Background: an optimization exercise with open tools, aiming at a short achievable clock period and few clock cycles. Do not read the settings as production practice. Where RTL was checked, it was by simulation tests only, not by an equivalence proof against the original. No functional check of the RTL was part of run 4. No run shown here takes its clock network from TritonCTS; it comes from the design's own scripts or RTL. The clock input has no modelled driver; a real chip could not lean on it and would need a root buffer or a full tree. Power figures rest on the tool's default switching activity, not on a simulated workload.

==> design/flow/design.v <==
`timescale 1ns / 1ps
module mem_readout_top_2(
    input clk,
    input reset,
    input wire [2:0] BX,
    input [6:0] clk_cnt,
    input [2:0] BX_pipe,
    input [5:0] number_in1,
    output [5:0] read_add1,
    input [43:0] input_L1L2_1,
    input [5:0] number_in2,
    output [5:0] read_add2,
    input [43:0] input_L1L2_2,
    input [5:0] number_in3,
    output [5:0] read_add3,
    input [43:0] input_L1L2_3,
    input [5:0] number_in4,
    output [5:0] read_add4,
    input [43:0] input_L1L2_4,
    input [5:0] number_in5,
    output [5:0] read_add5,
    input [43:0] input_L3L4_1,
    input [5:0] number_in6,
    output [5:0] read_add6,
    input [43:0] input_L3L4_2,
    input [5:0] number_in7,
    output [5:0] read_add7,
    input [43:0] input_L3L4_3,
    input [5:0] number_in8,
    output [5:0] read_add8,
    input [43:0] input_L3L4_4,
    input [5:0] number_in9,
    output [5:0] read_add9,
    input [43:0] input_L5L6_1,
    input [5:0] number_in10,
    output [5:0] read_add10,
    input [43:0] input_L5L6_2,
    input [5:0] number_in11,
    output [5:0] read_add11,
    input [43:0] input_L5L6_3,
    input [5:0] number_in12,
    output [5:0] read_add12,
    input [43:0] input_L5L6_4,
    output reg [47:0] mem_dat_stream,
    output reg valid,
    output reg send_BX,
    output reg none
);
wire [5:0] num [0:11];
assign num[0] = number_in1;   assign num[1] = number_in2;
assign num[2] = number_in3;   assign num[3] = number_in4;
assign num[4] = number_in5;   assign num[5] = number_in6;
assign num[6] = number_in7;   assign num[7] = number_in8;
assign num[8] = number_in9;   assign num[9] = number_in10;
assign num[10] = number_in11; assign num[11] = number_in12;
wire [43:0] dat [0:11];
assign dat[0] = input_L1L2_1;  assign dat[1] = input_L1L2_2;
assign dat[2] = input_L1L2_3;  assign dat[3] = input_L1L2_4;
assign dat[4] = input_L3L4_1;  assign dat[5] = input_L3L4_2;
assign dat[6] = input_L3L4_3;  assign dat[7] = input_L3L4_4;
assign dat[8] = input_L5L6_1;  assign dat[9] = input_L5L6_2;
assign dat[10] = input_L5L6_3; assign dat[11] = input_L5L6_4;
reg [5:0] addr [0:11];           
assign read_add1 = addr[0];   assign read_add2 = addr[1];
assign read_add3 = addr[2];   assign read_add4 = addr[3];
assign read_add5 = addr[4];   assign read_add6 = addr[5];
assign read_add7 = addr[6];   assign read_add8 = addr[7];
assign read_add9 = addr[8];   assign read_add10 = addr[9];
assign read_add11 = addr[10]; assign read_add12 = addr[11];
function [11:0] lowest;
    input [11:0] m;
    integer j;
    reg seen;
    begin
        seen = 1'b0;
        for (j = 0; j < 12; j = j + 1) begin
            lowest[j] = m[j] & ~seen;
            seen = seen | m[j];
        end
    end
endfunction
function [3:0] code;
    input [11:0] s;
    integer j;
    begin
        code = 4'd0;
        for (j = 0; j < 12; j = j + 1)
            code = code | ({4{s[j]}} & (j[3:0] + 4'd1));
    end
endfunction
reg [11:0] ne;                   
reg [11:0] one, two;             
reg [5:0]  nm2 [0:11];           
integer n;
always @(posedge clk) begin
    for (n = 0; n < 12; n = n + 1) begin
        ne[n]  <= |num[n];
        one[n] <= (num[n] == 6'd1);
        two[n] <= (num[n] == 6'd2);
        nm2[n] <= num[n] - 6'd2;
    end
end
reg        first;
reg [11:0] first_m, second_m;
reg [11:0] act;
reg [11:0] last;                 
reg [11:0] succ [0:11];
reg [11:0] nosucc;               
reg        busy;                 
wire [11:0] fst = lowest(ne);
wire [11:0] leave = act & last;
integer i, j;
reg [11:0] act_nxt;
reg [11:0] nosucc_nxt;
always @(*) begin
    for (j = 0; j < 12; j = j + 1) begin
        act_nxt[j] = act[j] & ~last[j];
        for (i = 0; i < j; i = i + 1)
            act_nxt[j] = act_nxt[j] | (leave[i] & succ[i][j]);
    end
end
reg [11:0] succ_nxt [0:11];
reg        seen;
always @(*) begin
    for (i = 0; i < 12; i = i + 1) begin
        seen = 1'b0;
        for (j = 0; j < 12; j = j + 1) begin
            succ_nxt[i][j] = (j > i) & ne[j] & ~seen;
            if (j > i) seen = seen | ne[j];
        end
        nosucc_nxt[i] = ~seen;
    end
end
always @(posedge clk) begin
    first  <= reset;
    nosucc <= nosucc_nxt;
    if (first) begin
        act  <= fst;
        busy <= |ne;
    end else begin
        act  <= act_nxt;
        busy <= busy & ~|(leave & nosucc);
    end
    for (n = 0; n < 12; n = n + 1) begin
        succ[n] <= succ_nxt[n];
        first_m[n]  <= reset & |num[n];
        second_m[n] <= ~reset & first_m[n];
        if (first_m[n])
            last[n] <= one[n] | two[n];
        else if (act[n])
            last[n] <= (addr[n] == nm2[n]);
        else if (second_m[n])
            last[n] <= one[n];
        if (reset)
            addr[n] <= 6'd0;
        else if (first_m[n])
            addr[n] <= 6'd1;
        else if (act[n])
            addr[n] <= addr[n] + 6'd1;
        else if (second_m[n])
            addr[n] <= 6'd0;
    end
end
reg [11:0] sel;                  
reg [3:0]  sel_code;             
reg [2:0]  hdr_bx;               
reg        dvalid;               
reg [43:0] mux;
integer k;
always @(*) begin
    mux = 44'd0;
    for (k = 0; k < 12; k = k + 1)
        mux = mux | ({44{sel[k]}} & dat[k]);
end
always @(posedge clk) begin
    sel      <= reset ? 12'd0 : first ? fst : act;
    sel_code <= reset ? 4'hF : first ? code(fst) : code(act);
    hdr_bx   <= reset ? BX : 3'd0;
    dvalid   <= ~reset & (first ? |ne : busy & ~|(act & one & second_m));
    mem_dat_stream <= {sel_code, mux[43:41] | hdr_bx, mux[40:0]};
    valid   <= ~reset & dvalid;
    send_BX <= ~reset & first;
    none    <= ~reset & (first ? ~|ne : ~busy);
end
endmodule
==> design/flow/flow/run.sh <==
#!/bin/bash
# Standard ORFS layout with three changes:
# - synthesis and the resizer do not use the slow 3- and 4-input OR and
#   4-input NOR cells (added to the platform's don't-use list);
# - the ports get plain buffers that the resizer may size freely (instead
#   of delay cells of a fixed footprint);
# - the clock tree is built by flow/mytree.tcl, hooked in before ORFS's CTS
#   step.
# Tool output goes to standard.log.
DONT_USE="$(cat flow/dont_use.txt)"
bash standard.sh PRE_CTS_TCL="$PWD/flow/pre_cts.tcl" \
  BUFFER_PORTS_ARGS="-buffer_cell sky130_fd_sc_hd__buf_4" \
  MATCH_CELL_FOOTPRINT=0 DONT_USE_CELLS="$DONT_USE" finish > standard.log 2>&1
==> design/flow/flow/dont_use.txt <==
sky130_fd_sc_hd__probe_p_8 sky130_fd_sc_hd__probec_p_8 sky130_fd_sc_hd__lpflow_bleeder_1 sky130_fd_sc_hd__lpflow_clkbufkapwr_1 sky130_fd_sc_hd__lpflow_clkbufkapwr_16 sky130_fd_sc_hd__lpflow_clkbufkapwr_2 sky130_fd_sc_hd__lpflow_clkbufkapwr_4 sky130_fd_sc_hd__lpflow_clkbufkapwr_8 sky130_fd_sc_hd__lpflow_clkinvkapwr_1 sky130_fd_sc_hd__lpflow_clkinvkapwr_16 sky130_fd_sc_hd__lpflow_clkinvkapwr_2 sky130_fd_sc_hd__lpflow_clkinvkapwr_4 sky130_fd_sc_hd__lpflow_clkinvkapwr_8 sky130_fd_sc_hd__lpflow_decapkapwr_12 sky130_fd_sc_hd__lpflow_decapkapwr_3 sky130_fd_sc_hd__lpflow_decapkapwr_4 sky130_fd_sc_hd__lpflow_decapkapwr_6 sky130_fd_sc_hd__lpflow_decapkapwr_8 sky130_fd_sc_hd__lpflow_inputiso0n_1 sky130_fd_sc_hd__lpflow_inputiso0p_1 sky130_fd_sc_hd__lpflow_inputiso1n_1 sky130_fd_sc_hd__lpflow_inputiso1p_1 sky130_fd_sc_hd__lpflow_inputisolatch_1 sky130_fd_sc_hd__lpflow_isobufsrc_1 sky130_fd_sc_hd__lpflow_isobufsrc_16 sky130_fd_sc_hd__lpflow_isobufsrc_2 sky130_fd_sc_hd__lpflow_isobufsrc_4 sky130_fd_sc_hd__lpflow_isobufsrc_8 sky130_fd_sc_hd__lpflow_isobufsrckapwr_16 sky130_fd_sc_hd__lpflow_lsbuf_lh_hl_isowell_tap_1 sky130_fd_sc_hd__lpflow_lsbuf_lh_hl_isowell_tap_2 sky130_fd_sc_hd__lpflow_lsbuf_lh_hl_isowell_tap_4 sky130_fd_sc_hd__lpflow_lsbuf_lh_isowell_4 sky130_fd_sc_hd__lpflow_lsbuf_lh_isowell_tap_1 sky130_fd_sc_hd__lpflow_lsbuf_lh_isowell_tap_2 sky130_fd_sc_hd__lpflow_lsbuf_lh_isowell_tap_4 sky130_fd_sc_hd__nor4_1 sky130_fd_sc_hd__nor4_2 sky130_fd_sc_hd__nor4_4 sky130_fd_sc_hd__nor4b_1 sky130_fd_sc_hd__nor4b_2 sky130_fd_sc_hd__nor4b_4 sky130_fd_sc_hd__nor4bb_1 sky130_fd_sc_hd__nor4bb_2 sky130_fd_sc_hd__nor4bb_4 sky130_fd_sc_hd__or3_1 sky130_fd_sc_hd__or3_2 sky130_fd_sc_hd__or3_4 sky130_fd_sc_hd__or3b_1 sky130_fd_sc_hd__or3b_2 sky130_fd_sc_hd__or3b_4 sky130_fd_sc_hd__or4_1 sky130_fd_sc_hd__or4_2 sky130_fd_sc_hd__or4_4 sky130_fd_sc_hd__or4b_1 sky130_fd_sc_hd__or4b_2 sky130_fd_sc_hd__or4b_4 sky130_fd_sc_hd__or4bb_1 sky130_fd_sc_hd__or4bb_2 sky130_fd_sc_hd__or4bb_4
==> design/flow/flow/mytree.tcl <==
# Two-level clock tree: the clock port drives NROOT root buffers, each root
# drives the leaf buffers of its part of the die, each leaf a cluster of
# nearby flip-flops. Sinks are split into equal clusters by k-means.
proc mt_env {name default} {
  if {[info exists ::env($name)] && $::env($name) ne ""} { return $::env($name) }
  return $default
}
set mt_nroot [mt_env MT_NROOT 4]
set mt_nleaf [mt_env MT_NLEAF 12]
set mt_buf   [mt_env MT_BUF sky130_fd_sc_hd__clkbuf_16]
set mt_rbuf  [mt_env MT_RBUF sky130_fd_sc_hd__clkbuf_16]

set block [ord::get_db_block]
set db [ord::get_db]
set clk_port [$block findBTerm clk]
set clk_net [$clk_port getNet]
set bmaster [$db findMaster $mt_buf]
set rmaster [$db findMaster $mt_rbuf]

set sinks {}
foreach it [$clk_net getITerms] {
  set inst [$it getInst]
  set box [$inst getBBox]
  set x [expr {([$box xMin] + [$box xMax]) / 2.0}]
  set y [expr {([$box yMin] + [$box yMax]) / 2.0}]
  lappend sinks [list $it $x $y]
}
set n [llength $sinks]
puts "mytree: $n sinks, $mt_nroot roots, $mt_nleaf leaves"

# balanced k-means: assign points to centers with a capacity limit
proc mt_kmeans {pts k iters} {
  set n [llength $pts]
  set cap [expr {int(ceil(double($n) / $k))}]
  # initial centers: sort by angle around the centroid
  set cx 0; set cy 0
  foreach p $pts { set cx [expr {$cx + [lindex $p 1]}]; set cy [expr {$cy + [lindex $p 2]}] }
  set cx [expr {$cx / $n}]; set cy [expr {$cy / $n}]
  set ang {}
  set i 0
  foreach p $pts { lappend ang [list $i [expr {atan2([lindex $p 2]-$cy, [lindex $p 1]-$cx)}]]; incr i }
  set ang [lsort -real -index 1 $ang]
  set centers {}
  for {set c 0} {$c < $k} {incr c} {
    set sx 0; set sy 0; set m 0
    for {set j [expr {$c * $n / $k}]} {$j < ($c + 1) * $n / $k} {incr j} {
      set p [lindex $pts [lindex $ang $j 0]]
      set sx [expr {$sx + [lindex $p 1]}]; set sy [expr {$sy + [lindex $p 2]}]; incr m
    }
    lappend centers [list [expr {$sx / $m}] [expr {$sy / $m}]]
  }
  for {set it 0} {$it < $iters} {incr it} {
    # all (point, center) distances, greedy by distance with capacity
    set pairs {}
    set i 0
    foreach p $pts {
      set c 0
      foreach ctr $centers {
        lappend pairs [list $i $c [expr {abs([lindex $p 1]-[lindex $ctr 0]) + abs([lindex $p 2]-[lindex $ctr 1])}]]
        incr c
      }
      incr i
    }
    set pairs [lsort -real -index 2 $pairs]
    set assign [lrepeat $n -1]
    set count [lrepeat $k 0]
    foreach pr $pairs {
      lassign $pr i c d
      if {[lindex $assign $i] >= 0} continue
      if {[lindex $count $c] >= $cap} continue
      lset assign $i $c
      lset count $c [expr {[lindex $count $c] + 1}]
    }
    set sums {}
    for {set c 0} {$c < $k} {incr c} { lappend sums [list 0 0 0] }
    set i 0
    foreach p $pts {
      set c [lindex $assign $i]
      lassign [lindex $sums $c] sx sy m
      lset sums $c [list [expr {$sx + [lindex $p 1]}] [expr {$sy + [lindex $p 2]}] [expr {$m + 1}]]
      incr i
    }
    set centers {}
    foreach s $sums {
      lassign $s sx sy m
      if {$m == 0} { set m 1 }
      lappend centers [list [expr {$sx / $m}] [expr {$sy / $m}]]
    }
  }
  return [list $assign $centers]
}

lassign [mt_kmeans $sinks $mt_nleaf 12] assign lcenters
set lpts {}
set c 0
foreach ctr $lcenters { lappend lpts [list $c [lindex $ctr 0] [lindex $ctr 1]]; incr c }
lassign [mt_kmeans $lpts $mt_nroot 12] rassign rcenters

proc mt_place {inst x y} {
  set m [$inst getMaster]
  set w [$m getWidth]; set h [$m getHeight]
  $inst setLocation [expr {int($x - $w / 2)}] [expr {int($y - $h / 2)}]
  $inst setPlacementStatus PLACED
}

# root buffers on the clock port's net
set rnets {}
for {set r 0} {$r < $mt_nroot} {incr r} {
  set inst [odb::dbInst_create $block $rmaster "mt_root_$r"]
  mt_place $inst [lindex $rcenters $r 0] [lindex $rcenters $r 1]
  set net [odb::dbNet_create $block "mt_rootnet_$r"]
  $net setSigType CLOCK
  [$inst findITerm A] connect $clk_net
  [$inst findITerm X] connect $net
  lappend rnets $net
}
set lnets {}
for {set l 0} {$l < $mt_nleaf} {incr l} {
  set inst [odb::dbInst_create $block $bmaster "mt_leaf_$l"]
  mt_place $inst [lindex $lcenters $l 0] [lindex $lcenters $l 1]
  set net [odb::dbNet_create $block "mt_leafnet_$l"]
  $net setSigType CLOCK
  [$inst findITerm A] connect [lindex $rnets [lindex $rassign $l]]
  [$inst findITerm X] connect $net
  lappend lnets $net
}
set i 0
foreach s $sinks {
  set it [lindex $s 0]
  $it disconnect
  $it connect [lindex $lnets [lindex $assign $i]]
  incr i
}
$clk_net setSigType CLOCK
puts "mytree: done"
==> design/flow/flow/pre_cts.tcl <==
# Replaces ORFS's clock tree synthesis with the two-level tree of mytree.tcl:
# clock port -> 4 root buffers -> 24 leaf buffers -> flip-flops.
set ::env(MT_NROOT) 4
set ::env(MT_NLEAF) 24
source [file join [file dirname [info script]] mytree.tcl]
proc clock_tree_synthesis {args} {
  puts "clock_tree_synthesis skipped: the tree was built by mytree.tcl"
}
set_propagated_clock [all_clocks]
==> design/flow/standard.sh <==
#!/bin/bash
# synth_recipe.tcl (not shown) runs the flow's synth.tcl, then flattens the netlist and writes it again
# the make line also repeats each setting of config.mk as NAME=value (left out here)
make -C /OpenROAD-flow-scripts/flow DESIGN_CONFIG=/design/flow/config.mk WORK_HOME=/design/flow/orfs CLKGATE_MAP_FILE= SYNTH_SCRIPT=/design/flow/synth_recipe.tcl "${@:-finish}"
==> design/flow/config.mk <==
export PLATFORM = sky130hd
export DESIGN_NAME = mem_readout_top_2
export DESIGN_NICKNAME = mem_readout_top_2
export VERILOG_FILES = /design/flow/design.v
export SDC_FILE = /design/flow/constraint.sdc
export NUM_CORES = 4
export LEC_CHECK = 0
export ABC_CLOCK_PERIOD_IN_PS = 1300
export CAP_MARGIN = 20
export CORE_AREA = 6 6 264 264
export DIE_AREA = 0 0 270 270
export PLACE_DENSITY = 0.45
export SETUP_SLACK_MARGIN = 1.8
export SLEW_MARGIN = 20
==> design/flow/constraint.sdc <==
create_clock -name core_clock -period 3.0 [get_ports {clk}]
set_input_delay 0.6000 -clock core_clock [delete_from_list [all_inputs] [get_ports {clk}]]
set_output_delay 0.6000 -clock core_clock [all_outputs]
set_load 0.01 [all_outputs]
==> results.yml, run 1 <==
timing:
  drv_slew: 0
  setup_viol: 0
  timing.hold.ws_ns: 0.328
  slew_headroom_pct: 63.6
  finalCritPeriodShare_pct: 50.7
  min_period_ns: 1.52
  worst_pin_slew_ns: 0.546
  fmax_mhz: 658
  rsz0062_at_grt: "true"
  tns_ns: 0
  clock_skew_ns: 0.0594
  finalHoldViolations: 0
worst_hold_path:
  min_path_cells: 0
  hold_end: "mem_dat_stream[44]"
  holdCritStartpoint: "sel_code[0]"
  hold_path_class: "flip-flop to flip-flop"
setup_path:
  path_cells: "buf_6"
  crit_buf_inv: 1
  criticalPathCategory: "flip-flop to output pin"
  r2r_cells: 4
  reg2reg_to: "act[11]"
  reg2reg_setup_slack_ns: 1.57
  critPathTopFamily: "flip-flops"
  worstPathArrival_ns: 0.92
  reg2reg_from: "last[4]"
  critical_path_required_ns: 2.40
  slowest_stage: "dfxtp_4"
  worstSetupEndpointType: "output pin"
  slowest_delay_ns: 0.41
  critPathLaunchType: "flip-flop"
  crit_fanout: 1
drt:
  drc: 0
  via_count: 19710
  firstDrtPassIters: 5
  viasPerCell: 5.35
  wire_per_inst_um: 34.2
  dr.first_iter.drc_count: 1608
  routed_wl_mm: 126
  drt.antenna.violating_nets: 0
logic_synthesis:
  synthArstFlopShare_pct: 0
  synth_cells: 1806
  synth-edff-count: 12
  synth_cell_type_count: 53
  ys_seq_area_share_pct: 45.8
  yosysWarnings: 5
  syn_nets: 2445
  synth_ff_type: "dfxtp_1"
  syn_area_um2: 16800
  synth-seq-cells: 378
  syn_area_per_cell_um2: 9.29
  yosysTopAreaCellShare_pct: 43.7
  synth.top_cells.by_area: "dfxtp_1 (44%), a221oi_1 (6.9%), a22o_1 (6.6%)"
  post-synth-top-area-cell: "dfxtp_1"
clock_tree:
  path_clk_slew_ns: 0.09
  clkLatencyLatePin_ns: 0.39
  ctsHoldBuffers: 0
status:
  status: "no timing/DRC/antenna violations"
cells_and_area:
  final_nets: 3417
  final-seq-area_um2: 8160
  areaGrowthSynthToFinish_pct: 86.7
  fillers: 6213
  drive_gt1_share_pct: 60.2
  multi_input_area_um2: 10800
  final-instance-count-excl-fill: 3684
pwr:
  finalPower_mw: 11.8
  p_leak_nw: 13.2
  max-vdd-ir-drop_uv: 360
  powerDensity_nw_per_um2: 377
floorplanning:
  core-area_um2: 65700
  num_io_pins: 738
  die-area_um2: 72900
  initial_core_util_pct: 25.5
  die_x_um: 270
  die_y_um: 270
  core.rowCount: 94
grt:
  grt_usage_pct: 32.0
  grt_max_degree: 26
  gr-total-overflow: 0
  grt_pass1_wl_mm: 167
  grt_pass1_vias: 19913
  antenna_found_initial: 70
placed_design:
  place.port_buffers: 727
  place_inst: 3289
  gp_congestion: 0.945
  dp_hpwl_mm: 87.9
flow_run:
  cap_viol_max_count: 0
state kept, by name, summed over array words and instances (netlist names), 3 cells and up:
register,cells
act,12
last,12
second_m,12
succ,66
mem_dat_stream,48
ne,12
hdr_bx,3
sel,12
nosucc,11
nm2,72
first_m,12
addr,72
one,12
sel_code,4
two,12
through the flow:
stage	instance area, µm²	worst slack (ns)	utilization (%)
global placement	24100	0.953	36.6
global route	31300	1.48	47.6
detailed placement	24100	1.00	36.6
CTS	29600	1.49	45.0
floorplan	18200	1.56	-
finish	31300	1.48	47.6
cell type report:
type | count | share of cell area, %
well taps | 864 | 3.45
flip-flops and latches | 378 | 26.0
plain buffers | 28 | 2.24
repair buffers | 1074 | 32.7
diodes | 44 | 0.351
multi-input cells | 1230 | 34.4
inverters | 66 | 0.823
what timing repair did:
item                                   CTS  global route
setup buffers                          236            66
setup endpoints to repair              341           285
gates cloned                            19             2
pin swaps                              157           168
resized for setup                      597           223
endpoints found under the hold margin    0             0
Yosys cell counts, drive strengths merged (66+ instances only):
master  instances
a221oi        133
a21oi          68
nand2          72
a22o          126
clkbuf         99
nand3         117
xor2           93
nor3           85
inv            66
nor2b          69
nor2          130
dfxtp         366
layer usage:
layer	up-vias	routed length (µm)	global-route usage [%]
li1	8702	-	-
met1	9778	47300	37.7
met2	965	59100	52.4
met3	239	13700	12.4
met4	26	5720	12.8
met5	-	161	0
cell families after synthesis:
family | after synthesis | share of synthesized area, %
AOI/OAI and AO/OA | 482 | 22.7
xor gates and xnor gates | 115 | 6.00
adders and majority gates | 24 | 1.79
buffers and inverters | 198 | 4.82
DFF | 378 | 45.8
and+or+nand+nor | 609 | 18.9
how the worst max path moves through the flow:
stage | cells past startpoint | to | startpoint | slack [ns]
after floorplan | 7 | dvalid | ne[3] | 1.56
after global placement | 4 | act[11] | act[0] | 0.95
after detailed placement | 4 | act[11] | act[0] | 1.00
after CTS | 1 | mem_dat_stream[0] | mem_dat_stream[0] | 1.49
after global routing | 1 | mem_dat_stream[3] | mem_dat_stream[3] | 1.48
final | 1 | mem_dat_stream[29] | mem_dat_stream[29] | 1.48
placed cells by master (no fill, tap or decap), types with 13 or more instances in the layout:
cell       netlist  routed
buf_4            1     746
buf_6            4     221
dfxtp_1        366     206
a221oi_2         0     128
a22o_1         126     119
dfxtp_4          0     109
nor2_1         126     102
nand3_1        115      96
nor2b_1         69      64
nand2_1         72      62
xor2_1          93      60
inv_1           66      57
a21oi_1         68      55
buf_12           0      53
dfxtp_2          0      51
nor3_1          83      48
clkbuf_16        0      47
diode_2          0      44
xor2_2           0      33
nor3_2           0      32
buf_8            0      26
xnor2_1         22      21
and3_1          31      21
nand2b_1        19      17
or2_4            0      17
nor3b_1         21      17
nor2_4           1      16
nand3_2          2      16
a311oi_2         0      16
a311oi_1        32      16
nand3b_1        15      15
and2_1          19      15
a211oi_2         0      14
o21ai_1          0      13
a21oi_2          0      13
power breakdown:
part / leakage (nW) / internal, mW / total, mW / switching, mW
Combinational: 9.68 / 1.49 / 2.78 / 1.29
Clock: 0.345 / 1.67 / 3.46 / 1.79
Sequential: 3.22 / 5.27 / 5.57 / 0.303
Testbench counts, summed over its fixed seeds: cycles 29,813.
==> inputs of run 2 (changes only) <==
--- a/design/flow/config.mk
+++ b/design/flow/config.mk
@@ -9,6 +9,6 @@
 export CAP_MARGIN = 20
 export CORE_AREA = 6 6 264 264
 export DIE_AREA = 0 0 270 270
-export PLACE_DENSITY = 0.45
+export PLACE_DENSITY = 0.6
 export SETUP_SLACK_MARGIN = 1.8
 export SLEW_MARGIN = 20
==> run 2 against run 1 <==
Effect of this change: routed wire length grew 5.8%; first-iteration DRC count grew 1.5%; combinational power grew 2%; die area is the same; synthesized cell count is the same; critical endpoint is now mem_dat_stream[26]; clock power is essentially flat; final area grew 0.65%; fmax grew 0.33%; critical path depth is the same; worst hold slack is essentially flat; largest cell class is now multi-input combinational cells.
==> results.yml, run 2 <==
logic_synthesis:
  synth.top_cells.by_area: "dfxtp_1 (44%), a221oi_1 (6.9%), a22o_1 (6.6%)"
  post-synth-top-area-cell: "dfxtp_1"
  yosysTopAreaCellShare_pct: 43.7
  synth_most_common_cell: "dfxtp_1"
  synth-seq-cells: 378
  synth_cells: 1806
  syn_area_um2: 16800
  syn_area_per_cell_um2: 9.29
  synth-edff-count: 12
  synthArstFlopShare_pct: 0
  ys_seq_area_share_pct: 45.8
  syn_nets: 2445
  synth_ff_type: "dfxtp_1"
  yosys-top-cells-count: "dfxtp_1 (366), a221oi_1 (133), a22o_1 (126), nor2_1 (126), nand3_1 (115)"
  synth_cell_type_count: 53
  yosysWarnings: 5
worst_hold_path:
  holdCritStartpoint: "sel_code[2]"
  min_path_cells: 0
  hold_end: "mem_dat_stream[46]"
  hold_path_class: "flip-flop to flip-flop"
setup_path:
  path_cells: "buf_8"
  crit_fanout: 1
  startpoint: "mem_dat_stream[26]"
  reg2reg_from: "last[3]"
  criticalPathCategory: "flip-flop to output pin"
  worstPathArrival_ns: 0.91
  critPathTopFamily: "flip-flops"
  critPathLaunchType: "flip-flop"
  r2r_cells: 4
  reg2reg_setup_slack_ns: 1.58
  critical_path_required_ns: 2.40
  crit_buf_inv: 1
  slowest_delay_ns: 0.37
  reg2reg_to: "act[5]"
  worstSetupEndpointType: "output pin"
  slowest_stage: "dfxtp_2"
timing:
  fmax_mhz: 660
  finalHoldViolations: 0
  slew_headroom_pct: 60.4
  setup_viol: 0
  min_period_ns: 1.51
  finalCritPeriodShare_pct: 50.5
  tns_ns: 0
  rsz0062_at_grt: "true"
  drv_slew: 0
  worst_pin_slew_ns: 0.593
  clock_skew_ns: 0.0631
cells_and_area:
  final-instance-count-excl-fill: 3706
  areaGrowthSynthToFinish_pct: 87.9
  largestRegisters: "addr (72), nm2 (72), succ (66)"
  postLayoutCoreUtil_pct: 48.0
  final_nets: 3438
  drive_gt1_share_pct: 61.2
  fillers: 6002
  layout_common_cells: "buf_4 (785), dfxtp_1 (209), buf_6 (209), a221oi_2 (127), a22o_1 (112)"
  final_common_cell: "buf_4"
placed_design:
  dp_hpwl_mm: 92.7
  gp_congestion: 0.984
  place.port_buffers: 727
  place_inst: 3291
pwr:
  finalPower_mw: 11.8
  power_frac_seq_pct: 46.7
  switching_power_mw: 3.43
  clkPwrFrac_pct: 29.3
  max-vdd-ir-drop_uv: 380
  powerDensity_nw_per_um2: 376
  p_leak_nw: 13.3
  combPwrFrac_pct: 24.0
  p_int_mw: 8.42
  sw_frac_of_total_pct: 28.9
status:
  status: "no timing/DRC/antenna violations"
drt:
  drt.antenna.violating_nets: 0
  via_count: 20209
  firstDrtPassIters: 6
  drc: 0
  viasPerCell: 5.45
  dr.first_iter.drc_count: 1632
  wire_per_inst_um: 36.0
  routed_wl_mm: 133
floorplanning:
  core-area_um2: 65700
  die_y_um: 270
  die-area_um2: 72900
  initial_core_util_pct: 25.5
  core.rowCount: 94
  die_x_um: 270
  num_io_pins: 738
grt:
  grt_pass1_vias: 20204
  busiest_layer: "met2"
  grt_usage_pct: 33.5
  grt_max_degree: 34
  grt_util_met1_pct: 36.4
  grt_use_met2_pct: 55.7
  grt_pass1_wl_mm: 172
  antenna_found_initial: 96
  gr-total-overflow: 0
  use_met3_pct: 15.6
flow_run:
  cap_viol_max_count: 0
clock_tree:
  path_clk_slew_ns: 0.09
  clkLatencyLatePin_ns: 0.39
run 2: cell counts after synthesis:
No cell type changed its count.
run 2: area by class of cell:
class / instances / area (µm²) / share of cell area (%)
Multi-Input combinational cell: 1230 / 11000 / 34.8
Timing Repair Buffer: 1094 / 10300 / 32.6
Sequential cell: 378 / 8130 / 25.8
Tap cell: 864 / 1080 / 3.43
Buffer: 28 / 701 / 2.22
Inverter: 66 / 260 / 0.825
Antenna cell: 45 / 113 / 0.357
Timing Repair inverter: 1 / 7.51 / 0.0238
run 2: worst reg2reg max path, stage by stage, from the launching register on:
cell      delay [ns]
edfxtp_1        0.47
and2_4          0.24
a32o_1          0.24
a221oi_2        0.22
a31oi_1         0.13
run 2: logic make-up (layout without fill, tap and decap cells):
kind of cell,Yosys count,after routing,synth area share (%)
buffers and inverters,198,1189,4.82
flip-flops,378,378,45.8
other,0,45,0
AO/OA/AOI/OAI,482,482,22.7
XOR/XNOR,115,115,6.00
adder cells (fa/ha/maj),24,24,1.79
AND/OR/NAND/NOR,609,609,18.9
run 2: through the flow:
step	hold slack (ns)	cell area (µm²)	setup slack, ns
floorplan	0.310	18200	1.56
global placement	0.314	24100	1.09
detailed placement	0.318	24100	1.05
CTS	0.334	29500	1.46
global route	0.339	31500	1.46
finish	0.328	31500	1.49
run 2: worst max-delay path by stage:
stage / to / slack, ns / depth (start not counted)
floorplan: dvalid / 1.56 / 7
global placement: act[8] / 1.09 / 4
detailed placement: act[8] / 1.05 / 4
CTS: read_add6[4] / 1.46 / 1
global route: read_add6[4] / 1.46 / 1
finish: mem_dat_stream[26] / 1.49 / 1
run 2: timing repair:
item,in CTS,in global routing
hold buffers,0,0
setup buffers,250,76
pin swaps,154,178
endpoints found under the setup margin,328,282
gates cloned,13,3
gates resized for setup,574,244
run 2: per-layer routing:
metal	part of all wire, %	wire, µm
met5	0.23	310
met2	47	62600
met4	5.7	7660
met3	12	16300
met1	35	46400
run 2: power by group through the flow:
stage,registers (mW),clock network [mW],logic [mW]
2_1_floorplan,5.60,0,0.770
3_3_place_gp,5.77,0,1.95
3_5_place_dp,5.77,0,1.97
4_1_cts,5.52,3.55,2.62
5_1_grt,5.56,3.71,2.96
6_report,5.53,3.47,2.84
==> inputs of run 3 (changes only) <==
==> design/flow/flow/pre_cts.tcl (replaced) <==
# Replaces ORFS's clock tree synthesis with the two-level tree of mytree.tcl:
# clock port -> 4 root buffers -> 30 leaf buffers -> flip-flops.
set ::env(MT_NROOT) 4
set ::env(MT_NLEAF) 30
source [file join [file dirname [info script]] mytree.tcl]
proc clock_tree_synthesis {args} {
  puts "clock_tree_synthesis skipped: the tree was built by mytree.tcl"
}
set_propagated_clock [all_clocks]
==> run 3 against run 2 <==
Effect of this change: critical path depth unchanged; largest power group unchanged; die area unchanged; largest cell class is now non-clock buffers; sequential power about the same; still clean on timing, DRC and antenna; critical endpoint is now mem_dat_stream[28]; clock skew shrank 0.010 ns; clock power rose by 12%; critical path type unchanged.
==> results.yml, run 3 <==
drt:
  via_count: 20207
  drt.antenna.violating_nets: 0
  firstDrtPassIters: 6
  drc: 0
  viasPerCell: 5.42
  wire_per_inst_um: 35.3
  routed_wl_mm: 132
  dr.first_iter.drc_count: 1564
clock_tree:
  path_clk_slew_ns: 0.08
  ctsHoldBuffers: 0
  clkLatencyLatePin_ns: 0.39
floorplanning:
  initial_core_util_pct: 25.5
  num_io_pins: 738
  die_y_um: 270
  core.rowCount: 94
  die-area_um2: 72900
  die_x_um: 270
  core-area_um2: 65700
logic_synthesis:
  yosysWarnings: 5
  synth_cell_type_count: 53
  yosysTopAreaCellShare_pct: 43.7
  synthArstFlopShare_pct: 0
  synth.top_cells.by_area: "dfxtp_1 (44%), a221oi_1 (6.9%), a22o_1 (6.6%)"
  syn_nets: 2445
  syn_area_per_cell_um2: 9.29
  synth_cells: 1806
  synth-seq-cells: 378
  post-synth-top-area-cell: "dfxtp_1"
  syn_area_um2: 16800
  yosys-top-cells-count: "dfxtp_1 (366), a221oi_1 (133), a22o_1 (126), nor2_1 (126), nand3_1 (115)"
  synth-edff-count: 12
  synth_most_common_cell: "dfxtp_1"
  synth_ff_type: "dfxtp_1"
  ys_seq_area_share_pct: 45.8
timing:
  tns_ns: 0
  finalCritPeriodShare_pct: 51.1
  worst_pin_slew_ns: 0.693
  rsz0062_at_grt: "true"
  clock_skew_ns: 0.0530
  setup_viol: 0
  finalHoldViolations: 0
  drv_slew: 0
  min_period_ns: 1.53
  fmax_mhz: 653
  slew_headroom_pct: 53.8
grt:
  grt_pass1_wl_mm: 170
  grt_util_met1_pct: 35.9
  antenna_found_initial: 98
  busiest_layer: "met2"
  grt_pass1_vias: 20250
  grt_use_met2_pct: 55.2
  grt_usage_pct: 32.9
  gr-total-overflow: 0
  use_met3_pct: 15.3
  grt_max_degree: 44
setup_path:
  worstSetupEndpointType: "output pin"
  reg2reg_setup_slack_ns: 1.48
  critical_path_required_ns: 2.40
  reg2reg_to: "act[11]"
  slowest_stage: "dfxtp_2"
  startpoint: "mem_dat_stream[28]"
  r2r_cells: 4
  crit_buf_inv: 1
  crit_fanout: 1
  path_cells: "buf_8"
  criticalPathCategory: "flip-flop to output pin"
  reg2reg_from: "last[7]"
  critPathTopFamily: "flip-flops"
  critPathLaunchType: "flip-flop"
  slowest_delay_ns: 0.37
  worstPathArrival_ns: 0.93
pwr:
  p_int_mw: 8.79
  p_leak_nw: 13.5
  clkPwrFrac_pct: 31.6
  power_frac_seq_pct: 45.1
  switching_power_mw: 3.49
  combPwrFrac_pct: 23.3
  max-vdd-ir-drop_uv: 356
  sw_frac_of_total_pct: 28.4
  powerDensity_nw_per_um2: 389
worst_hold_path:
  min_path_cells: 0
  holdCritStartpoint: "sel_code[1]"
  hold_path_class: "flip-flop to flip-flop"
  hold_end: "mem_dat_stream[45]"
cells_and_area:
  postLayoutCoreUtil_pct: 48.0
  layout_common_cells: "buf_4 (799), buf_6 (219), dfxtp_1 (206), a221oi_2 (125), a22o_1 (107)"
  areaGrowthSynthToFinish_pct: 88.2
  fillers: 6023
  multi_input_area_um2: 10900
  final-seq-area_um2: 8140
  final_nets: 3461
  final_common_cell: "buf_4"
  fin_area_um2: 31600
  largestRegisters: "addr (72), nm2 (72), succ (66)"
  drive_gt1_share_pct: 60.7
flow_run:
  cap_viol_max_count: 0
status:
  status: "no timing/DRC/antenna violations"
placed_design:
  gp_congestion: 0.984
  dp_hpwl_mm: 92.7
  placed_area_um2: 24100
  place.port_buffers: 727
-- run 3: kinds of logic after synthesis --
group,share of synthesized area (%)
fa+ha+maj,1.79
simple gates,18.9
xor+xnor,6.00
flops,45.8
compound gates,22.7
buf+inv,4.82
-- run 3: stage by stage --
stage | std cells | hold WS [ns] | total power [mW] | setup WS, ns
3_3_place_gp | 3291 | 0.314 | 7.72 | 1.09
5_1_grt | 3712 | 0.332 | 12.7 | 1.42
2_1_floorplan | 1806 | 0.310 | 6.37 | 1.56
4_1_cts | 3578 | 0.316 | 12.1 | 1.47
6_report | 3729 | 0.321 | 12.3 | 1.47
3_5_place_dp | 3291 | 0.318 | 7.75 | 1.05
-- run 3: per-layer routing --
layer	share of wire [%]	wire length, µm
met5	0.22	285
met4	5.6	7350
met3	12	15500
met2	47	61600
met1	36	46800
-- run 3: worst register-to-register path: stages (launching register included) --
cell and delay (ns):
edfxtp_1 0.43, and3_1 0.21, a2111oi_2 0.45, nand4_1 0.16
a21o_1 0.18
-- run 3: worst max path at each step --
stage | end | slack, ns | cells past startpoint
2_1_floorplan | dvalid | 1.56 | 7
3_5_place_dp | act[8] | 1.05 | 4
6_report | mem_dat_stream[28] | 1.47 | 1
3_3_place_gp | act[8] | 1.09 | 4
4_1_cts | mem_dat_stream[28] | 1.47 | 1
5_1_grt | act[11] | 1.42 | 4
-- run 3: power groups by stage --
stage | clock, mW | combinational [mW] | sequential (mW)
floorplan | 0 | 0.770 | 5.60
global placement | 0 | 1.95 | 5.77
detailed placement | 0 | 1.97 | 5.77
CTS | 3.94 | 2.59 | 5.53
global route | 4.15 | 3.00 | 5.56
finish | 3.88 | 2.87 | 5.54
-- run 3: layout make-up --
class	count	area share, %
repair buffers	1111	32.6
well taps	864	3.42
repair inverters	1	0.0238
inverters	66	0.812
multi-input cells	1230	34.4
plain buffers	34	2.69
flip-flops and latches	378	25.8
diodes	45	0.357
-- run 3: timing repair --
item	in CTS	in global routing
hold endpoints to repair	0	0
pin swaps	184	176
cloned	8	3
gates resized for setup	602	207
setup endpoints to repair	333	281
buffers inserted	245	103
==> inputs of run 4 (changes only) <==
--- a/design/flow/design.v
+++ b/design/flow/design.v
@@ -90,20 +90,24 @@
 endfunction
 reg [11:0] ne;                   
 reg [11:0] one, two;             
-reg [5:0]  nm2 [0:11];           
+reg [5:0]  nm1 [0:11];           
 integer n;
+always @(*) begin
+    for (n = 0; n < 12; n = n + 1) begin
+        one[n] = (num[n] == 6'd1);
+        two[n] = (num[n] == 6'd2);
+        nm1[n] = num[n] - 6'd1;
+    end
+end
 always @(posedge clk) begin
-    for (n = 0; n < 12; n = n + 1) begin
-        ne[n]  <= |num[n];
-        one[n] <= (num[n] == 6'd1);
-        two[n] <= (num[n] == 6'd2);
-        nm2[n] <= num[n] - 6'd2;
-    end
+    for (n = 0; n < 12; n = n + 1)
+        ne[n] <= |num[n];
 end
 reg        first;
 reg [11:0] first_m, second_m;
 reg [11:0] act;
 reg [11:0] last;                 
+reg [5:0]  ap1 [0:11];           
 reg [11:0] succ [0:11];
 reg [11:0] nosucc;               
 reg        busy;                 
@@ -148,17 +152,19 @@
         if (first_m[n])
             last[n] <= one[n] | two[n];
         else if (act[n])
-            last[n] <= (addr[n] == nm2[n]);
+            last[n] <= (ap1[n] == nm1[n]);
         else if (second_m[n])
             last[n] <= one[n];
-        if (reset)
+        if (reset) begin
             addr[n] <= 6'd0;
-        else if (first_m[n])
-            addr[n] <= 6'd1;
-        else if (act[n])
-            addr[n] <= addr[n] + 6'd1;
-        else if (second_m[n])
+            ap1[n]  <= 6'd1;
+        end else if (first_m[n] | act[n]) begin
+            addr[n] <= ap1[n];
+            ap1[n]  <= ap1[n] + 6'd1;
+        end else if (second_m[n]) begin
             addr[n] <= 6'd0;
+            ap1[n]  <= 6'd1;
+        end
     end
 end
 reg [11:0] sel;                  
==> design/flow/flow/pre_cts.tcl (replaced) <==
# Replaces ORFS's clock tree synthesis with the two-level tree of mytree.tcl:
# clock port -> 4 root buffers -> 24 leaf buffers -> flip-flops.
set ::env(MT_NROOT) 4
set ::env(MT_NLEAF) 24
source [file join [file dirname [info script]] mytree.tcl]
proc clock_tree_synthesis {args} {
  puts "clock_tree_synthesis skipped: the tree was built by mytree.tcl"
}
set_propagated_clock [all_clocks]
==> run 4 against run 3 <==
Effect of this change: still clean on timing, DRC and antenna; register-to-register slack gained 0.02 ns; cell count grew 3.1%; combinational power shrank 19%; largest cell class is now multi-input combinational cells.
==> results.yml, run 4 <==
grt:
  gr-total-overflow: 0
  antenna_found_initial: 63
  grt_pass1_wl_mm: 168
  grt_pass1_vias: 21038
  grt_max_degree: 58
  grt_usage_pct: 31.8
placed_design:
  dp_hpwl_mm: 91.8
  gp_congestion: 0.998
  placed_area_um2: 25200
  pre_cts_slack_ns: 0.867
  place.port_buffers: 727
worst_hold_path:
  hold_path_class: "flip-flop to flip-flop"
  min_path_cells: 0
flow_run:
  cap_viol_max_count: 0
cells_and_area:
  areaGrowthSynthToFinish_pct: 80.4
  layout_common_cells: "buf_4 (757), nand2_1 (167), buf_6 (159), dfxtp_2 (145), a22o_1 (129)"
  fillers: 6074
  fin_area_um2: 31800
  largestRegisters: "addr (72), ap1 (72), succ (66)"
  final_nets: 3614
  final_common_cell: "buf_4"
  drive_gt1_share_pct: 58.8
  postLayoutCoreUtil_pct: 48.3
timing:
  timing.hold.ws_ns: 0.336
  min_period_ns: 1.63
  clock_skew_ns: 0.0638
  finalCritPeriodShare_pct: 54.2
  setup_ws_ns: 1.37
  slew_headroom_pct: 67.7
  tns_ns: 0
  finalHoldViolations: 0
  fmax_mhz: 615
  worst_pin_slew_ns: 0.485
  drv_slew: 0
  rsz0062_at_grt: "true"
  setup_viol: 0
setup_path:
  r2r_cells: 6
  worstPathArrival_ns: 1.84
  critPathLaunchType: "input pin"
  reg2reg_to: "act[2]"
  cp-endpoint: "dvalid"
  crit_fanout: 3
  startpoint: "number_in8[2]"
  reg2reg_setup_slack_ns: 1.50
  reg2reg_from: "last[1]"
  critical_path_required_ns: 3.21
  criticalPathCategory: "input pin to flip-flop"
  worstSetupEndpointType: "flip-flop"
floorplanning:
  core.rowCount: 94
  core-area_um2: 65700
  die_y_um: 270
  die-area_um2: 72900
  num_io_pins: 738
  die_x_um: 270
  initial_core_util_pct: 26.8
logic_synthesis:
  yosys-top-cells-count: "dfxtp_1 (342), nand2_1 (190), nor2_1 (163), a22o_1 (134), a21oi_1 (132)"
  syn_area_per_cell_um2: 8.67
  synth_cells: 2030
  syn_area_um2: 17600
  post-synth-top-area-cell: "dfxtp_1"
  syn_nets: 2693
  synth-edff-count: 12
  synth-seq-cells: 354
  synth_cell_type_count: 59
  synth.top_cells.by_area: "dfxtp_1 (39%), a22o_1 (6.7%), a221oi_1 (6.5%)"
  synthArstFlopShare_pct: 0
  ys_seq_area_share_pct: 40.9
  yosysWarnings: 6
  synth_most_common_cell: "dfxtp_1"
  synth_ff_type: "dfxtp_1"
  yosysTopAreaCellShare_pct: 38.9
drt:
  routed_wl_mm: 128
  drc: 0
  firstDrtPassIters: 7
  drt.antenna.violating_nets: 0
  dr.first_iter.drc_count: 1581
  viasPerCell: 5.50
  wire_per_inst_um: 33.2
  via_count: 21141
pwr:
  powerDensity_nw_per_um2: 340
  max-vdd-ir-drop_uv: 522
  p_leak_nw: 13.4
clock_tree:
  clkLatencyLatePin_ns: 0.38
  ctsHoldBuffers: 0
  path_clk_slew_ns: 0.07
status:
  status: "no timing/DRC/antenna violations"
[run 4: worst max-delay path: stages]
cell and delay (ns):
buf_8 0.09, or2_4 0.25, nor3_4 0.14, nand4_1 0.38, nand4_1 0.27, o32ai_1 0.10
[run 4: what timing repair did]
item / in CTS / in global routing
buffers inserted: 173 / 86
pin swaps: 152 / 161
cloned: 12 / 6
gates resized for setup: 629 / 249
endpoints found under the setup margin: 417 / 323
[run 4: final cells by class]
cell class	count	area, µm²	share of cell area [%]
multi-input combinational	1470	12200	38.3
timing repair buffer	1026	9600	30.2
sequential	354	7650	24.1
tap	864	1080	3.40
buffer	28	701	2.21
inverter	71	492	1.55
antenna	32	80.1	0.252
[run 4: worst min path at each step]
stage                            from                  to
after floorplan           sel_code[0]  mem_dat_stream[44]
after global placement    sel_code[3]  mem_dat_stream[47]
after detailed placement  sel_code[0]  mem_dat_stream[44]
after CTS                 sel_code[3]  mem_dat_stream[47]
after global routing      sel_code[0]  mem_dat_stream[44]
final                     sel_code[0]  mem_dat_stream[44]
[run 4: logic make-up after synthesis]
| family | count (synthesis) | synth area share [%] |
|---|---|---|
| AOI/OAI and AO/OA | 578 | 24.8 |
| xor gates and xnor gates | 91 | 4.53 |
| adders and majority gates | 48 | 3.41 |
| buffers and inverters | 210 | 4.88 |
| DFF | 354 | 40.9 |
| muxes | 2 | 0.114 |
| and+or+nand+nor | 747 | 21.4 |
[run 4: stage by stage]
stage	power (mW)	std cells
after floorplan	5.82	2030
after global placement	6.98	3508
after detailed placement	7.01	3508
after CTS	10.7	3721
after global routing	11.2	3833
final	10.8	3845
[run 4: report_power, final]
| group | internal (mW) | switching, mW | leakage (nW) | total, mW |
|---|---|---|---|---|
| logic | 1.25 | 1.07 | 10.1 | 2.32 |
| registers | 4.86 | 0.208 | 3.00 | 5.07 |
| clock network | 1.66 | 1.74 | 0.345 | 3.40 |
| total | 7.78 | 3.02 | 13.4 | 10.8 |
[run 4: metal layers]
metal  global-route usage [%]  wire length, µm  vias up
met4                     11.6             5890       44
li1                         -                -     9357
met2                     52.2            59000     1009
met3                     15.8            15400      287
met5                        0              287        -
met1                     35.7            47000    10444
==> inputs of run 5 (changes only) <==
--- a/design/flow/design.v
+++ b/design/flow/design.v
@@ -90,24 +90,20 @@
 endfunction
 reg [11:0] ne;                   
 reg [11:0] one, two;             
-reg [5:0]  nm1 [0:11];           
+reg [5:0]  nm2 [0:11];           
 integer n;
-always @(*) begin
+always @(posedge clk) begin
     for (n = 0; n < 12; n = n + 1) begin
-        one[n] = (num[n] == 6'd1);
-        two[n] = (num[n] == 6'd2);
-        nm1[n] = num[n] - 6'd1;
+        ne[n]  <= |num[n];
+        one[n] <= (num[n] == 6'd1);
+        two[n] <= (num[n] == 6'd2);
+        nm2[n] <= num[n] - 6'd2;
     end
-end
-always @(posedge clk) begin
-    for (n = 0; n < 12; n = n + 1)
-        ne[n] <= |num[n];
 end
 reg        first;
 reg [11:0] first_m, second_m;
 reg [11:0] act;
 reg [11:0] last;                 
-reg [5:0]  ap1 [0:11];           
 reg [11:0] succ [0:11];
 reg [11:0] nosucc;               
 reg        busy;                 
@@ -152,19 +148,17 @@
         if (first_m[n])
             last[n] <= one[n] | two[n];
         else if (act[n])
-            last[n] <= (ap1[n] == nm1[n]);
+            last[n] <= (addr[n] == nm2[n]);
         else if (second_m[n])
             last[n] <= one[n];
-        if (reset) begin
+        if (reset)
             addr[n] <= 6'd0;
-            ap1[n]  <= 6'd1;
-        end else if (first_m[n] | act[n]) begin
-            addr[n] <= ap1[n];
-            ap1[n]  <= ap1[n] + 6'd1;
-        end else if (second_m[n]) begin
+        else if (first_m[n])
+            addr[n] <= 6'd1;
+        else if (act[n])
+            addr[n] <= addr[n] + 6'd1;
+        else if (second_m[n])
             addr[n] <= 6'd0;
-            ap1[n]  <= 6'd1;
-        end
     end
 end
 reg [11:0] sel;                  
==> design/flow/flow/run.sh (replaced) <==
#!/bin/bash
# Standard ORFS layout with four changes:
# - synthesis and the resizer do not use the slow 3- and 4-input OR and
#   4-input NOR cells (added to the platform's don't-use list);
# - the ports get plain buffers that the resizer may size freely (instead
#   of delay cells of a fixed footprint);
# - the output word's pins are kept together on the top edge
#   (flow/pre_io.tcl, hooked in before ORFS's pin placement);
# - the clock tree is built by flow/mytree.tcl, hooked in before ORFS's CTS
#   step.
# Tool output goes to standard.log.
DONT_USE="$(cat flow/dont_use.txt)"
bash standard.sh PRE_CTS_TCL="$PWD/flow/pre_cts.tcl" \
  PRE_IO_PLACEMENT_TCL="$PWD/flow/pre_io.tcl" \
  BUFFER_PORTS_ARGS="-buffer_cell sky130_fd_sc_hd__buf_4" \
  MATCH_CELL_FOOTPRINT=0 DONT_USE_CELLS="$DONT_USE" finish > standard.log 2>&1
==> design/flow/flow/pre_io.tcl (new file) <==
# Keeps the output word's pins together on the top edge, so that the output
# registers and their port buffers sit next to their pins.
set names {valid none send_BX}
for {set b 0} {$b < 48} {incr b} { lappend names "mem_dat_stream\[$b\]" }
set_io_pin_constraint -pin_names $names -region top:40-230
--- a/design/flow/config.mk
+++ b/design/flow/config.mk
@@ -10,5 +10,5 @@
 export CORE_AREA = 6 6 264 264
 export DIE_AREA = 0 0 270 270
 export PLACE_DENSITY = 0.6
-export SETUP_SLACK_MARGIN = 1.8
+export SETUP_SLACK_MARGIN = 2.2
 export SLEW_MARGIN = 20
==> run 5 against run 4 <==
Effect of this change: die area stayed put; first-iteration DRC count is 13% higher; clock power is 3% higher; clock skew is 0.0093 ns lower; cell count is 0.29% higher; utilization is 5.7 points higher.
==> results.yml, run 5 <==
setup_path:
  crit_fanout: 1
  critPathLaunchType: "flip-flop"
  r2r_cells: 4
  slowest_stage: "dfxtp_4"
  path_cells: "buf_6"
  reg2reg_from: "last[4]"
  cp-endpoint: "mem_dat_stream[26]"
  worstSetupEndpointType: "output pin"
  critPathTopFamily: "flip-flops"
  slowest_delay_ns: 0.40
  path_depth: 1
  critical_path_required_ns: 2.40
  worstPathArrival_ns: 0.90
  reg2reg_setup_slack_ns: 1.53
  reg2reg_to: "act[8]"
  criticalPathCategory: "flip-flop to output pin"
  startpoint: "mem_dat_stream[26]"
  crit_buf_inv: 1
logic_synthesis:
  synth_most_common_cell: "dfxtp_1"
  ys_seq_area_share_pct: 45.8
  syn_nets: 2445
  synth-edff-count: 12
  yosysTopAreaCellShare_pct: 43.7
  synth_cell_type_count: 53
  syn_area_um2: 16800
  synth_cells: 1806
  yosys-top-cells-count: "dfxtp_1 (366), a221oi_1 (133), a22o_1 (126), nor2_1 (126), nand3_1 (115)"
  synthArstFlopShare_pct: 0
  post-synth-top-area-cell: "dfxtp_1"
  synth.top_cells.by_area: "dfxtp_1 (44%), a221oi_1 (6.9%), a22o_1 (6.6%)"
  yosysWarnings: 5
  syn_area_per_cell_um2: 9.29
  synth-seq-cells: 378
  synth_ff_type: "dfxtp_1"
cells_and_area:
  largestRegisters: "addr (72), nm2 (72), succ (66)"
  postLayoutCoreUtil_pct: 54.0
  areaGrowthSynthToFinish_pct: 111
  final_nets: 3582
  drive_gt1_share_pct: 72.4
  final_common_cell: "buf_4"
  layout_common_cells: "buf_4 (770), buf_6 (322), dfxtp_1 (193), a221oi_2 (125), dfxtp_4 (114)"
  fillers: 5522
timing:
  finalCritPeriodShare_pct: 49.9
  finalHoldViolations: 0
  min_period_ns: 1.50
  tns_ns: 0
  slew_headroom_pct: 68.1
  fmax_mhz: 668
  worst_pin_slew_ns: 0.479
  setup_viol: 0
  timing.hold.ws_ns: 0.335
  drv_slew: 0
  rsz0062_at_grt: "true"
  clock_skew_ns: 0.0546
drt:
  drt.antenna.violating_nets: 0
  drc: 0
  dr.first_iter.drc_count: 1790
  firstDrtPassIters: 6
  via_count: 21257
  wire_per_inst_um: 35.0
  viasPerCell: 5.51
  routed_wl_mm: 135
floorplanning:
  die-area_um2: 72900
  initial_core_util_pct: 25.5
  core-area_um2: 65700
  die_y_um: 270
  die_x_um: 270
  num_io_pins: 738
  core.rowCount: 94
status:
  status: "no timing/DRC/antenna violations"
worst_hold_path:
  hold_path_class: "flip-flop to flip-flop"
placed_design:
  place.port_buffers: 727
  gp_congestion: 1.03
  dp_hpwl_mm: 91.7
grt:
  gr-total-overflow: 0
  grt_pass1_wl_mm: 175
  grt_max_degree: 27
  antenna_found_initial: 90
  grt_pass1_vias: 21168
  grt_usage_pct: 33.4
pwr:
  p_leak_nw: 14.8
  powerDensity_nw_per_um2: 346
  max-vdd-ir-drop_uv: 317
clock_tree:
  path_clk_slew_ns: 0.11
  ctsHoldBuffers: 0
  clkLatencyLatePin_ns: 0.39
flow_run:
  cap_viol_max_count: 0
## run 5: timing repair
item	CTS	global route
pin swaps	353	303
buffers inserted	340	116
setup endpoints to repair	468	438
gates cloned	30	1
gates resized for setup	756	361
## run 5: area by class of cell
cell class	instances	area, µm²	area share, %
diodes	51	128	0.360
repair inverters	1	7.51	0.0212
repair buffers	1238	12300	34.6
plain buffers	28	701	1.98
flip-flops and latches	378	8190	23.1
inverters	66	567	1.60
multi-input cells	1230	12500	35.4
well taps	864	1080	3.05
## run 5: worst min path at each step
stage	startpoint	depth (start not counted)	endpoint	slack [ns]
floorplan	sel_code[0]	0	mem_dat_stream[44]	0.31
global placement	sel_code[3]	0	mem_dat_stream[47]	0.32
detailed placement	sel_code[0]	0	mem_dat_stream[44]	0.32
CTS	sel_code[0]	0	mem_dat_stream[44]	0.34
global route	sel_code[0]	0	mem_dat_stream[44]	0.35
finish	sel_code[0]	0	mem_dat_stream[44]	0.33
## run 5: logic make-up (layout without fill, tap and decap cells)
group	count (synthesis)	after routing	share of synthesized area, %
buffers and inverters	198	1333	4.82
AND/OR/NAND/NOR	609	609	18.9
adder cells (fa/ha/maj)	24	24	1.79
XOR/XNOR	115	115	6.00
AO/OA/AOI/OAI	482	482	22.7
other	0	51	0
flip-flops	378	378	45.8
## run 5: where the power goes
| group | switching [mW] | internal (mW) | total, mW |
|---|---|---|---|
| logic | 1.46 | 1.77 | 3.23 |
| clock network | 1.84 | 1.67 | 3.51 |
| registers | 0.260 | 5.26 | 5.52 |
| total | 3.56 | 8.70 | 12.3 |
## run 5: per-stage QoR
| stage | instances | power (mW) | cell area, µm² | setup WS, ns |
|---|---|---|---|---|
| after global placement | 3290 | 7.74 | 25500 | 1.15 |
| after CTS | 3688 | 11.9 | 32700 | 1.50 |
| after detailed placement | 3290 | 7.78 | 25500 | 1.13 |
| final | 3856 | 12.3 | 35500 | 1.50 |
| after global routing | 3828 | 12.6 | 35400 | 1.49 |
| after floorplan | 1806 | 6.48 | 19900 | 1.56 |
## run 5: routing by layer
layer,share of wire [%],up-vias,GRT usage (%)
li1,-,9073,-
met1,35,10414,36.7
met2,46,1286,54.4
met3,13,416,16.4
met4,6.2,68,14.8
met5,0.31,-,0
Testbench counts of run 5, summed over its fixed seeds: cycles 29,813.
==> inputs of run 6 (changes only) <==
--- a/design/flow/config.mk
+++ b/design/flow/config.mk
@@ -10,5 +10,5 @@
 export CORE_AREA = 6 6 264 264
 export DIE_AREA = 0 0 270 270
 export PLACE_DENSITY = 0.6
-export SETUP_SLACK_MARGIN = 2.2
+export SETUP_SLACK_MARGIN = 1.8
 export SLEW_MARGIN = 20
==> run 6 against run 5 <==
Effect of this change: combinational power shrank 15%; global-route usage grew 0.11 points; cell count shrank 4.1%; register-to-register slack is essentially flat; critical path depth is the same; worst hold slack lost 0.039 ns; worst setup slack gained 0.015 ns; clock skew grew 0.020 ns; final area shrank 11%; total power shrank 3.9%; synthesized cell count is the same; critical endpoint is now mem_dat_stream[38].
==> results.yml, run 6 <==
status:
  status: "no timing/DRC/antenna violations"
floorplanning:
  core-area_um2: 65700
  core.rowCount: 94
  die_y_um: 270
  die_x_um: 270
  initial_core_util_pct: 25.5
  num_io_pins: 738
  die-area_um2: 72900
pwr:
  p_leak_nw: 13.4
  combPwrFrac_pct: 23.5
  sw_frac_of_total_pct: 28.6
  power_frac_seq_pct: 46.7
  switching_power_mw: 3.38
  max-vdd-ir-drop_uv: 408
  clkPwrFrac_pct: 29.8
  p_int_mw: 8.41
  powerDensity_nw_per_um2: 372
setup_path:
  path_cells: "buf_6"
  crit_buf_inv: 1
  slowest_delay_ns: 0.35
  slowest_stage: "dfxtp_2"
  critPathTopFamily: "flip-flops"
  worstPathArrival_ns: 0.88
  criticalPathCategory: "flip-flop to output pin"
  critical_path_required_ns: 2.40
  worstSetupEndpointType: "output pin"
  crit_fanout: 1
  critPathLaunchType: "flip-flop"
cells_and_area:
  largestRegisters: "addr (72), nm2 (72), succ (66)"
  layout_common_cells: "buf_4 (767), buf_6 (231), dfxtp_1 (206), a221oi_2 (123), nor2_1 (109)"
  areaGrowthSynthToFinish_pct: 88.5
  drive_gt1_share_pct: 60.8
  postLayoutCoreUtil_pct: 48.1
  final_common_cell: "buf_4"
  final_nets: 3432
clock_tree:
  ctsHoldBuffers: 0
  clkLatencyLatePin_ns: 0.40
  path_clk_slew_ns: 0.11
logic_synthesis:
  synthArstFlopShare_pct: 0
  synth-seq-cells: 378
  syn_area_um2: 16800
  synth_ff_type: "dfxtp_1"
  synth_cells: 1806
  syn_nets: 2445
  yosys-top-cells-count: "dfxtp_1 (366), a221oi_1 (133), a22o_1 (126), nor2_1 (126), nand3_1 (115)"
  yosysTopAreaCellShare_pct: 43.7
  synth_most_common_cell: "dfxtp_1"
  synth.top_cells.by_area: "dfxtp_1 (44%), a221oi_1 (6.9%), a22o_1 (6.6%)"
  ys_seq_area_share_pct: 45.8
  post-synth-top-area-cell: "dfxtp_1"
  synth-edff-count: 12
  syn_area_per_cell_um2: 9.29
  yosysWarnings: 5
  synth_cell_type_count: 53
timing:
  slew_headroom_pct: 55.2
  clock_skew_ns: 0.0743
  min_period_ns: 1.48
  finalCritPeriodShare_pct: 49.4
  drv_slew: 0
  finalHoldViolations: 0
  tns_ns: 0
  worst_pin_slew_ns: 0.672
  fmax_mhz: 675
  rsz0062_at_grt: "true"
  setup_viol: 0
placed_design:
  dp_hpwl_mm: 93.2
  gp_congestion: 1.01
  place.port_buffers: 727
grt:
  gr-total-overflow: 0
  grt_max_degree: 31
  grt_pass1_vias: 20377
  grt_pass1_wl_mm: 173
  antenna_found_initial: 99
  grt_usage_pct: 33.5
drt:
  viasPerCell: 5.46
  drc: 0
  via_count: 20200
  firstDrtPassIters: 6
  routed_wl_mm: 132
  wire_per_inst_um: 35.8
  drt.antenna.violating_nets: 0
  dr.first_iter.drc_count: 1798
worst_hold_path:
  hold_path_class: "flip-flop to flip-flop"
flow_run:
  cap_viol_max_count: 0
==> run 6: kinds of logic after synthesis <==
logic type / synth area share [%]
and+or+nand+nor: 18.9
DFF: 45.8
buffers and inverters: 4.82
xor gates and xnor gates: 6.00
AOI/OAI and AO/OA: 22.7
adders and majority gates: 1.79
==> run 6: area by class of cell <==
cell class,instances,area (µm²)
multi-input combinational,1230,11100
inverter,66,254
sequential,378,8140
antenna,44,110
buffer,28,701
tap,864,1080
timing repair buffer,1089,10300
fill,5978,34100
==> run 6: worst paths after layout <==
path                            from                 end  slack [ns]  cells after the start
setup reg to reg               ne[3]             sel[10]        1.54                      6
setup / recovery  mem_dat_stream[38]  mem_dat_stream[38]        1.52                      1
hold / removal           sel_code[3]  mem_dat_stream[47]        0.30                      0
hold reg to reg          sel_code[3]  mem_dat_stream[47]        0.30                      0
==> run 6: timing repair <==
item                                    CTS  global route
setup buffers                           239            76
gates resized for setup                 608           216
endpoints found under the setup margin  339           268
gates cloned                             16             2
pin swaps                               171           186
==> run 6: layer usage <==
metal | global-route usage [%] | vias to the layer above | wire length (µm)
li1 | - | 8754 | -
met3 | 14.6 | 330 | 15900
met1 | 37.2 | 9917 | 46400
met5 | 0 | - | 356
met4 | 15.1 | 54 | 8130
met2 | 55.5 | 1145 | 61500
==> run 6: power groups by stage <==
stage | clock (mW) | sequential (mW) | combinational (mW)
after detailed placement | 0 | 5.74 | 1.96
after floorplan | 0 | 5.60 | 0.770
after global placement | 0 | 5.74 | 1.93
after CTS | 3.57 | 5.49 | 2.59
after global routing | 3.77 | 5.53 | 2.87
final | 3.51 | 5.50 | 2.76
==> run 6: stage by stage <==
stage | setup slack, ns | power, mW | cell area, µm² | std cells | hold WS [ns]
CTS | 1.50 | 11.6 | 29800 | 3577 | 0.290
global placement | 1.02 | 7.67 | 24100 | 3294 | 0.316
global route | 1.50 | 12.2 | 31600 | 3675 | 0.304
floorplan | 1.56 | 6.37 | 18200 | 1806 | 0.310
detailed placement | 0.975 | 7.70 | 24100 | 3294 | 0.313
finish | 1.52 | 11.8 | 31600 | 3699 | 0.296
==> inputs of run 7 (changes only) <==
--- a/design/flow/config.mk
+++ b/design/flow/config.mk
@@ -10,5 +10,5 @@
 export CORE_AREA = 6 6 264 264
 export DIE_AREA = 0 0 270 270
 export PLACE_DENSITY = 0.6
-export SETUP_SLACK_MARGIN = 1.8
+export SETUP_SLACK_MARGIN = 2.0
 export SLEW_MARGIN = 20
==> run 7 against run 6 <==
Effect of this change: via count rose by 0.62%; worst hold slack improved by 0.019 ns; critical path type unchanged; still clean on timing, DRC and antenna; cell count rose by 0.97%.
==> results.yml, run 7 <==
status:
  status: "no timing/DRC/antenna violations"
cells_and_area:
  layout_common_cells: "buf_4 (764), buf_6 (265), dfxtp_1 (194), a221oi_2 (121), a22o_1 (111)"
  drive_gt1_share_pct: 68.0
  final_common_cell: "buf_4"
  largestRegisters: "addr (72), nm2 (72), succ (66)"
  final_nets: 3471
  areaGrowthSynthToFinish_pct: 98.5
grt:
  grt_pass1_wl_mm: 171
  antenna_found_initial: 94
  gr-total-overflow: 0
  grt_usage_pct: 32.9
  grt_max_degree: 26
  grt_pass1_vias: 20701
logic_synthesis:
  synth_xor_area_share_pct: 6.00
  synth_ff_type: "dfxtp_1"
  synth_compound_area_share_pct: 22.7
  synth_cell_type_count: 53
  post-synth-top-area-cell: "dfxtp_1"
  syn_area_per_cell_um2: 9.29
  syn_nets: 2445
  ys_seq_area_share_pct: 45.8
  synthArstFlopShare_pct: 0
  yosys-mux-area-fraction_pct: 0
  yosys.area_share.adder_pct: 1.79
  yosysTopAreaCellShare_pct: 43.7
  synth_most_common_cell: "dfxtp_1"
  yosysWarnings: 5
  synth_cells: 1806
  syn_area_um2: 16800
  synth_top_family_by_area: "compound AO/OA/AOI/OAI gates"
  synth-seq-cells: 378
  synth.top_cells.by_area: "dfxtp_1 (44%), a221oi_1 (6.9%), a22o_1 (6.6%)"
  synth-edff-count: 12
  yosys-top-cells-count: "dfxtp_1 (366), a221oi_1 (133), a22o_1 (126), nor2_1 (126), nand3_1 (115)"
  synth-simple-area-share_pct: 18.9
drt:
  via_count: 20325
  firstDrtPassIters: 6
  viasPerCell: 5.44
  wire_per_inst_um: 34.6
  routed_wl_mm: 129
  drc: 0
  dr.first_iter.drc_count: 1575
  drt.antenna.violating_nets: 0
setup_path:
  slowest_stage: "dfxtp_2"
  critPathLaunchType: "flip-flop"
  worstSetupEndpointType: "output pin"
  worstPathArrival_ns: 0.86
  critical_path_required_ns: 2.40
  slowest_delay_ns: 0.38
  crit_buf_inv: 1
  critPathTopFamily: "flip-flops"
  path_cells: "buf_6"
  crit_fanout: 1
  criticalPathCategory: "flip-flop to output pin"
timing:
  worst_pin_slew_ns: 0.482
  clock_skew_ns: 0.0441
  slew_headroom_pct: 67.9
  rsz0062_at_grt: "true"
  fmax_mhz: 687
  timing.hold.ws_ns: 0.315
  setup_viol: 0
  finalCritPeriodShare_pct: 48.5
  finalHoldViolations: 0
  tns_ns: 0
  min_period_ns: 1.46
  drv_slew: 0
floorplanning:
  initial_core_util_pct: 25.5
  num_io_pins: 738
  die_x_um: 270
  die-area_um2: 72900
  core.rowCount: 94
  die_y_um: 270
  core-area_um2: 65700
flow_run:
  cap_viol_max_count: 0
worst_hold_path:
  hold_path_class: "flip-flop to flip-flop"
pwr:
  max-vdd-ir-drop_uv: 353
  powerDensity_nw_per_um2: 360
  p_leak_nw: 13.9
placed_design:
  gp_congestion: 1.03
  place.port_buffers: 727
  dp_hpwl_mm: 90.9
clock_tree:
  clkLatencyLatePin_ns: 0.38
  ctsHoldBuffers: 0
  path_clk_slew_ns: 0.10
==> run 7: cell counts after synthesis <==
Identical to the previous run, type by type.
==> run 7: timing repair <==
item / CTS / global route
endpoints found under the setup margin: 373 / 347
cloned: 18 / 2
buffers inserted: 294 / 66
resized for setup: 661 / 242
pin swaps: 250 / 263
==> run 7: logic make-up after synthesis <==
logic type,after synthesis
AND/OR/NAND/NOR,609
AO/OA/AOI/OAI,482
flip-flops,378
buffers and inverters,198
XOR/XNOR,115
adder cells (fa/ha/maj),24
==> run 7: layout make-up <==
type / instances / area [µm²]
antenna: 41 / 103
sequential: 378 / 8160
tap: 864 / 1080
buffer: 28 / 701
inverter: 66 / 568
timing repair buffer: 1127 / 10700
fill: 5761 / 32400
timing repair inverter: 1 / 7.51
multi-input combinational: 1230 / 12000
==> run 7: path summary, 6_finish.rpt <==
check	start	endpoint	slack (ns)	depth (start not counted)
max reg2reg	last[4]	act[11]	1.55	4
min	sel_code[1]	mem_dat_stream[45]	0.31	0
max	mem_dat_stream[7]	mem_dat_stream[7]	1.54	1
min reg2reg	sel_code[1]	mem_dat_stream[45]	0.31	0
==> run 7: per-stage QoR <==
step	power [mW]	instance area (µm²)	instances	utilization, %	worst slack, ns
finish	12.0	33300	3735	50.7	1.54
global route	12.4	33300	3714	50.6	1.52
global placement	7.73	25200	3286	38.3	0.978
detailed placement	7.76	25200	3286	38.3	0.977
floorplan	6.45	19600	1806	-	1.56
CTS	11.8	31500	3626	47.9	1.53
==> run 7: layer usage <==
layer	GRT usage, %	up-vias	routed length [µm]
met4	14.6	74	8120
met2	53.0	1130	58300
met3	16.8	360	17100
met1	36.4	9928	45400
met5	0	-	494
li1	-	8833	-
==> run 7: report_power, final <==
group,switching [mW],internal (mW)
Clock,1.82,1.67
Sequential,0.255,5.27
Combinational,1.38,1.60

==> separate check: timing with driven ports <==
In the flow no input, the clock included, has a driving cell. The finished layouts below were timed again as built, in two steps.
Step 1 sets driving cells, clkbuf_16 on the clock port and buf_2 on the other inputs (assumed; they add their load-dependent delay and slew).
Step 2 also shifts input and output timing later by t, the mid clock arrival at the registers, as if the neighbouring blocks saw the same clock.
a / b / c = no drivers / after step 1 / after step 2; a / b = the first two.
run	shift t [ns]	setup slack, ns	worst setup path after step 2	latest minus earliest clock arrival (ns)	cell pins on the clock port's net
run 1	0.459	1.480 / 1.372 / 1.308	input to register	0.069 / 0.069	4
run 2	0.470	1.485 / 1.372 / 1.322	input to register	0.066 / 0.065	4
run 3	0.481	1.468 / 1.353 / 1.276	input to register	0.053 / 0.053	4
run 4	0.453	1.374 / 1.408 / 0.984	input to register	0.065 / 0.065	4
run 5	0.476	1.503 / 1.386 / 1.361	input to register	0.062 / 0.061	4
run 6	0.469	1.518 / 1.407 / 1.264	input to register	0.082 / 0.082	4
run 7	0.463	1.544 / 1.434 / 1.328	input to register	0.045 / 0.046	4
After both steps setup and hold are still met in every run listed. For run 4, which loses most, drivers alone change the setup slack by +0.034 ns; drivers and shift together by -0.390 ns.
